What follows belongs to an exercise in optimizing a design on an open flow for small area, a short achievable clock period and few clock cycles per item; a production flow would make more cautious choices. At most, simulation tests tie the RTL to the original design; equivalence was not proved. The clock port is modelled as an ideal driver, which makes a skipped or thinned clock tree look cheaper than it is; a real chip needs a root buffer or a tree. Power and IR drop assume default switching activity.

==> flow/design.v (excerpt) <==
module boron_dec (
    input  clk, rst, start, input [63:0] plain_text, input [79:0] master_key,
    output reg done, output [63:0] cipher_text
);
export LEC_CHECK = 0
export CAP_MARGIN = 20
export CORE_MARGIN = 2
export CORE_UTILIZATION = 40
export SLEW_MARGIN = 20
create_clock -name core_clock -period 5.0 [get_ports {clk}]
run.sh (not shown) runs the stock make flow with config.mk's settings and CLKGATE_MAP_FILE= SYNTH_SCRIPT=/design/flow/synth_recipe.tcl, a recipe that flattens the netlist after the stock synthesis.
Change:
--- a/flow/config.mk
+++ b/flow/config.mk
@@ -9,3 +9,4 @@
 export CORE_MARGIN = 2
-export CORE_UTILIZATION = 40
+export CORE_UTILIZATION = 60
+export CTS_BUF_LIST = sky130_fd_sc_hd__clkbuf_4 sky130_fd_sc_hd__clkbuf_8
 export SLEW_MARGIN = 20
=> Power went down by 4.7%; via count went up by 2.2%; hold slack is better by 0.017 ns; count of clock-buffer cells in the layout stays the same; combinational power stays flat; design area went down by 2.2%; wire length went down by 6.9%; flip-flop and latch count stays the same.
Function was not checked in any run of this note: the RTL went through the layout flow alone.

========
boron_dec, a different RTL version from the one above (not shown whole).
Size in the first run: roughly 1300 cells after synthesis, about 150 flip-flops, ~210 I/O pins, ~11000 um^2 of cells after synthesis.
// boron_dec
module boron_dec (
    input  clk, rst, start, input [63:0] plain_text, input [79:0] master_key,
    output reg done, output [63:0] cipher_text
);
Settings: LEC_CHECK=0, CAP_MARGIN=20, CORE_MARGIN=2, CORE_UTILIZATION=40, PLACE_DENSITY=0.75, SETUP_SLACK_MARGIN=2.4, SLEW_MARGIN=20; clock period 5.0 ns.
standard.sh (not shown) runs the stock make flow with config.mk's settings and CLKGATE_MAP_FILE= SYNTH_SCRIPT=/design/flow/synth_recipe.tcl, a recipe that flattens the netlist after the stock synthesis.
==> flow/flow/run.sh <==
#!/bin/bash
set -euo pipefail
export BUFFER_PORTS_ARGS="-buffer_cell sky130_fd_sc_hd__buf_1"
export CTS_ARGS="-sink_clustering_enable -repair_clock_nets -buf_list {sky130_fd_sc_hd__clkbuf_4 sky130_fd_sc_hd__clkbuf_8} -dont_use_dummy_load"
bash standard.sh > standard.log 2>&1
Testbench counts at the start, summed over its fixed seeds: cycles 10,760, items 384.
==> next run, changes <==
Settings changed: SETUP_SLACK_MARGIN 2.4 to 2.7.
Maximum frequency is higher by roughly a tenth.
Via count rises by a few percent.
Final area increases by about a fifth.
==> next run, changes <==
Settings changed: SETUP_SLACK_MARGIN 2.7 to 2.5.
Global-route usage drops by 1.3 points.
Count of clock-buffer cells in the layout does not change.
Design area went down by 11%.
Worst hold slack improves by 0.0081 ns.
Via count decreases by 6.8%.

========
07-18:
boron_dec, a different RTL version from the one above (not shown whole).
Size: about 1400 cells after synthesis, roughly 150 flip-flops, roughly 12000 µm² of cells after synthesis.
Settings: LEC_CHECK=0, CAP_MARGIN=20, CORE_MARGIN=2, CORE_UTILIZATION=40, SETUP_SLACK_MARGIN=2.5, SLEW_MARGIN=20; clock period 5.0 ns.
==> flow/flow/run.sh <==
#!/bin/bash
set -euo pipefail
export BUFFER_PORTS_ARGS="-buffer_cell sky130_fd_sc_hd__buf_1"
bash standard.sh > standard.log 2>&1
07-18 | status: complete | timing, DRC, antenna: pass
[inputs] 04-15 vs 07-18
==> flow/run.sh (new file) <==
#!/bin/bash
# synth_recipe.tcl (not shown) runs the flow's synth.tcl, then flattens the netlist and writes it again
# the make line also repeats each setting of config.mk as NAME=value (left out here)
make -C /OpenROAD-flow-scripts/flow DESIGN_CONFIG=/design/flow/config.mk WORK_HOME=/design/flow/orfs CLKGATE_MAP_FILE= SYNTH_SCRIPT=/design/flow/synth_recipe.tcl finish
removed: flow/flow/run.sh
removed: flow/standard.sh
[summary]
Area growth from synthesis to final layout is higher on 04-15. Comparing the two runs side by side, 04-15 comes out behind 07-18 on design area. 07-18 → 04-15: area share of and/or/nand/nor cells after synthesis comparable, clock power neither gained nor lost much. First-iteration DRC count in 04-15 vs 07-18: down 124. Taking 07-18 as 1.0, 04-15 lands at 1.05 on net load switching power. In the tables for 07-18 and 04-15, power reads higher with 04-15. 04-15: final routed wirelength across all metal layers about 7% above 07-18. Going from 07-18 to 04-15, via count of the first global-routing pass grew by a few percent.
No run of this note included a check of the RTL's function; only the layout flow was run.

========
ember:
boron_dec again, from the RTL that the note above started with.
==> flow/config.mk <==
export PLATFORM = sky130hd
export DESIGN_NAME = boron_dec
export DESIGN_NICKNAME = boron_dec
export VERILOG_FILES = /design/flow/design.v
export SDC_FILE = /design/flow/constraint.sdc
export NUM_CORES = 4
export LEC_CHECK = 0
export CAP_MARGIN = 20
export CORE_MARGIN = 2
export CORE_UTILIZATION = 40
export SETUP_SLACK_MARGIN = 3.0
export SLEW_MARGIN = 20
==> flow/constraint.sdc <==
create_clock -name core_clock -period 5.0 [get_ports {clk}]
set_input_delay 1.0000 -clock core_clock [delete_from_list [all_inputs] [get_ports {clk}]]
set_output_delay 1.0000 -clock core_clock [all_outputs]
set_load 0.01 [all_outputs]
==> flow/flow/run.sh <==
#!/bin/bash
set -euo pipefail
export BUFFER_PORTS_ARGS="-buffer_cell sky130_fd_sc_hd__buf_1"
bash standard.sh > standard.log 2>&1
#### Input delta (yarrow over ember)
# ember
export LEC_CHECK = 0
export CAP_MARGIN = 20
export CORE_MARGIN = 2
export CORE_UTILIZATION = 40
export SETUP_SLACK_MARGIN = 3.0
export SLEW_MARGIN = 20
create_clock -name core_clock -period 5.0 [get_ports {clk}]
# yarrow
export LEC_CHECK = 0
export CAP_MARGIN = 20
export CORE_MARGIN = 2
export CORE_UTILIZATION = 60
export CTS_BUF_LIST = sky130_fd_sc_hd__clkbuf_4 sky130_fd_sc_hd__clkbuf_8
export SETUP_SLACK_MARGIN = 3.0
export SLEW_MARGIN = 20
create_clock -name core_clock -period 5.0 [get_ports {clk}]
--- outcome ---
- Of ember and yarrow, the run reporting the lower number of cells in the design after placement was yarrow.
- The synthesized-area fraction occupied by and/or/nand/nor cells on ember is in line with that on yarrow.
- As far as number of buffers created by CTS goes, ember and yarrow are indistinguishable; the numbers are identical.
- yarrow reports a higher initial core utilization than ember does.
- yarrow vs ember: detailed placement HPWL down by a little under 10%
- Status: yarrow FAILED at global routing (tool error)
diff inputs: yarrow => indigo
# yarrow
export LEC_CHECK = 0
export CAP_MARGIN = 20
export CORE_MARGIN = 2
export CORE_UTILIZATION = 60
export CTS_BUF_LIST = sky130_fd_sc_hd__clkbuf_4 sky130_fd_sc_hd__clkbuf_8
export SETUP_SLACK_MARGIN = 3.0
export SLEW_MARGIN = 20
create_clock -name core_clock -period 5.0 [get_ports {clk}]
# indigo
export LEC_CHECK = 0
export CAP_MARGIN = 20
export CORE_MARGIN = 2
export CORE_UTILIZATION = 40
export CTS_BUF_LIST = sky130_fd_sc_hd__clkbuf_4 sky130_fd_sc_hd__clkbuf_8
export PLACE_DENSITY = 0.75
export SETUP_SLACK_MARGIN = 2.5
export SLEW_MARGIN = 20
create_clock -name core_clock -period 5.0 [get_ports {clk}]
==> comparison <==
Compared with yarrow, in indigo number of buffers inserted by port buffering barely changed; level count of the clock H-tree did not really move; detailed placer's ending HPWL up 2.5 mm.
indigo completed end to end with timing, DRC and antenna clean.
Higher count of placed standard cells including taps among yarrow and indigo: indigo
Function was not checked in any run of this note: the RTL went through the layout flow alone.

========
RTL: one of the versions met above, not the one the previous note started from.
Size in the first run: roughly 1,300 cells after synthesis, roughly 150 flip-flops, ~210 I/O pins.
clock: 5.0 ns
lec_check: 0
cap_margin: 20
core_margin: 2
core_utilization: 40
place_density: 0.75
setup_slack_margin: 2.5
slew_margin: 20
==> flow/flow/run.sh <==
#!/bin/bash
set -euo pipefail
export BUFFER_PORTS_ARGS="-buffer_cell sky130_fd_sc_hd__buf_1"
export CTS_ARGS="-sink_clustering_enable -repair_clock_nets -buf_list {sky130_fd_sc_hd__clkbuf_4 sky130_fd_sc_hd__clkbuf_8} -dont_use_dummy_load"
export POST_CTS_TCL="$PWD/flow/clock4.tcl"
bash standard.sh > standard.log 2>&1
Other scripts of this flow, unchanged in this note and not shown: flow/flow/clock4.tcl
The baseline ran to the end with no violations.
Testbench counts at the start, summed over its fixed seeds: cycles 10,760, items 384.
Rerun with:
SETUP_SLACK_MARGIN = 2.7   (was 2.5)
Effect: The new run finished clean. Clock power stays flat. Cell area went up by 9.8%. Utilization went up by 4.7 points. Total power went up by 8.8%. Area after synthesis is unchanged.
No run of this note takes its clock network from TritonCTS; it comes from the design's own scripts or RTL.

========
## tundra
boron_dec, a different RTL version from the one above (not shown whole).
Size in the first run: about 1400 cells after synthesis, about 150 flip-flops, ~210 I/O pins, about 12000 sq um of cells after synthesis.
clock: 5.0 ns
lec_check: 0
cap_margin: 20
core_margin: 2
core_utilization: 40
cts_buf_list: sky130_fd_sc_hd__clkbuf_4 sky130_fd_sc_hd__clkbuf_8
setup_slack_margin: 2.2
slew_margin: 20
==> flow/flow/run.sh <==
#!/bin/bash
set -euo pipefail
export BUFFER_PORTS_ARGS="-buffer_cell sky130_fd_sc_hd__buf_1"
bash standard.sh > standard.log 2>&1
tundra: all stages complete, timing, DRC and antenna checks passed
Testbench counts of tundra, summed over its fixed seeds: cycles 10,760, items 384.
Input changes introduced in cedar (baseline for comparison: tundra):
Settings: SETUP_SLACK_MARGIN now 2.6, was 2.2; PLACE_DENSITY now 0.75, previously not set.
Results
- cedar: minimum clock period after layout is 0.34 ns lower than what tundra reported.
- Reported for tundra and cedar, count of nets left with antenna violations after detail routing turned out identical to the last digit.
- Register-to-register slack delta for cedar relative to tundra: 0.26 ns higher
- Total power (higher): cedar
- First-pass GRT wire length: cedar vs tundra up 640 um
- cedar: layout overhead on the synthesized area is 14 points higher than what tundra reported.

========
boron_dec with an RTL version that a note above also has.
Size: ~150 flip-flops, roughly 210 I/O pins, ~0.011 sq mm of cells after synthesis.
==> flow/config.mk <==
export PLATFORM = sky130hd
export DESIGN_NAME = boron_dec
export DESIGN_NICKNAME = boron_dec
export VERILOG_FILES = /design/flow/design.v
export SDC_FILE = /design/flow/constraint.sdc
export NUM_CORES = 4
export LEC_CHECK = 0
export CAP_MARGIN = 20
export CORE_MARGIN = 2
export CORE_UTILIZATION = 40
export PLACE_DENSITY = 0.75
export SETUP_SLACK_MARGIN = 2.5
export SLEW_MARGIN = 20
==> flow/constraint.sdc <==
create_clock -name core_clock -period 5.0 [get_ports {clk}]
set_input_delay 1.0000 -clock core_clock [delete_from_list [all_inputs] [get_ports {clk}]]
set_output_delay 1.0000 -clock core_clock [all_outputs]
set_load 0.01 [all_outputs]
==> flow/flow/run.sh <==
#!/bin/bash
set -euo pipefail
export BUFFER_PORTS_ARGS="-buffer_cell sky130_fd_sc_hd__buf_1"
export CTS_ARGS="-sink_clustering_enable -repair_clock_nets -sink_clustering_size 40 -sink_clustering_max_diameter 400 -root_buf sky130_fd_sc_hd__clkbuf_16 -buf_list {sky130_fd_sc_hd__clkbuf_16} -dont_use_dummy_load"
bash standard.sh > standard.log 2>&1
The first run produced a clean layout.
Testbench counts at the start, summed over its fixed seeds: cycles 10,760, items 384.
Then changed:
==> flow/flow/run.sh (replaced) <==
#!/bin/bash
set -euo pipefail
export BUFFER_PORTS_ARGS="-buffer_cell sky130_fd_sc_hd__buf_1"
export CTS_ARGS="-sink_clustering_enable -repair_clock_nets -buf_list {sky130_fd_sc_hd__clkbuf_4 sky130_fd_sc_hd__clkbuf_8} -dont_use_dummy_load"
bash standard.sh > standard.log 2>&1
--- a/flow/config.mk
+++ b/flow/config.mk
@@ -10,3 +10,3 @@
 export CORE_UTILIZATION = 40
-export PLACE_DENSITY = 0.75
+export PLACE_DENSITY = 0.85
 export SETUP_SLACK_MARGIN = 2.5
=> Hold slack gets better by 0.017 ns. Power fell by 0.48%. Routed wire length climbs by 2.0%. First-iteration DRC count rose by 3.8%. Global-route usage increases by 0.44 points. Clock-buffer cell count is unchanged. Worst setup slack improves by 0.050 ns.

static timing again, ports no longer ideal:
In the flow no input, the clock included, has a driving cell. The finished layouts below were timed again as built, in two steps. Step 1 sets driving cells, clkbuf_16 on the clock port and buf_2 on the other inputs (assumed; they add their load-dependent delay and slew). Step 2 also shifts input and output timing later by t, the mid clock arrival at the registers, as if the neighbouring blocks saw the same clock. Three values: no drivers, after step 1, after step 2; two values: the first two.
run | t, ns | slack for setup (ns) | worst setup path after step 2 | pins driven straight from the clock port
the first run of note 1 | 0.475 | 1.860 / 1.810 / 2.035 | register to register | 1
the second run of note 1 | 0.494 | 1.907 / 1.863 / 2.158 | input to register | 1
the first run of note 2 | 0.508 | 2.386 / 2.341 / 2.529 | register to register | 1
the second run of note 2 | 0.498 | 2.658 / 2.645 / 2.658 | register to register | 1
the third run of note 2 | 0.502 | 2.510 / 2.464 / 2.565 | register to register | 1
07-18 | 0.478 | 2.499 / 2.450 / 2.649 | register to register | 1
04-15 | 0.485 | 2.492 / 2.440 / 2.448 | input to register | 1
ember | 0.483 | 2.670 / 2.622 / 2.696 | register to register | 1
indigo | 0.514 | 2.469 / 2.423 / 2.500 | register to register | 1
the first run of note 5 | 0.371 | 2.609 / 2.526 / 2.621 | register to register | 4
the second run of note 5 | 0.372 | 2.739 / 2.657 / 2.777 | register to register | 4
tundra | 0.522 | 2.271 / 2.223 / 2.396 | register to register | 1
cedar | 0.512 | 2.616 / 2.570 / 2.661 | register to register | 1
the first run of note 7 | 0.471 | 2.437 / 2.390 / 2.580 | register to register | 1
the second run of note 7 | 0.495 | 2.488 / 2.450 / 2.561 | register to register | 1
After both steps setup and hold are still met in every run listed. For 04-15, which loses most, drivers alone change the setup slack by -0.052 ns; drivers and shift together by -0.044 ns.
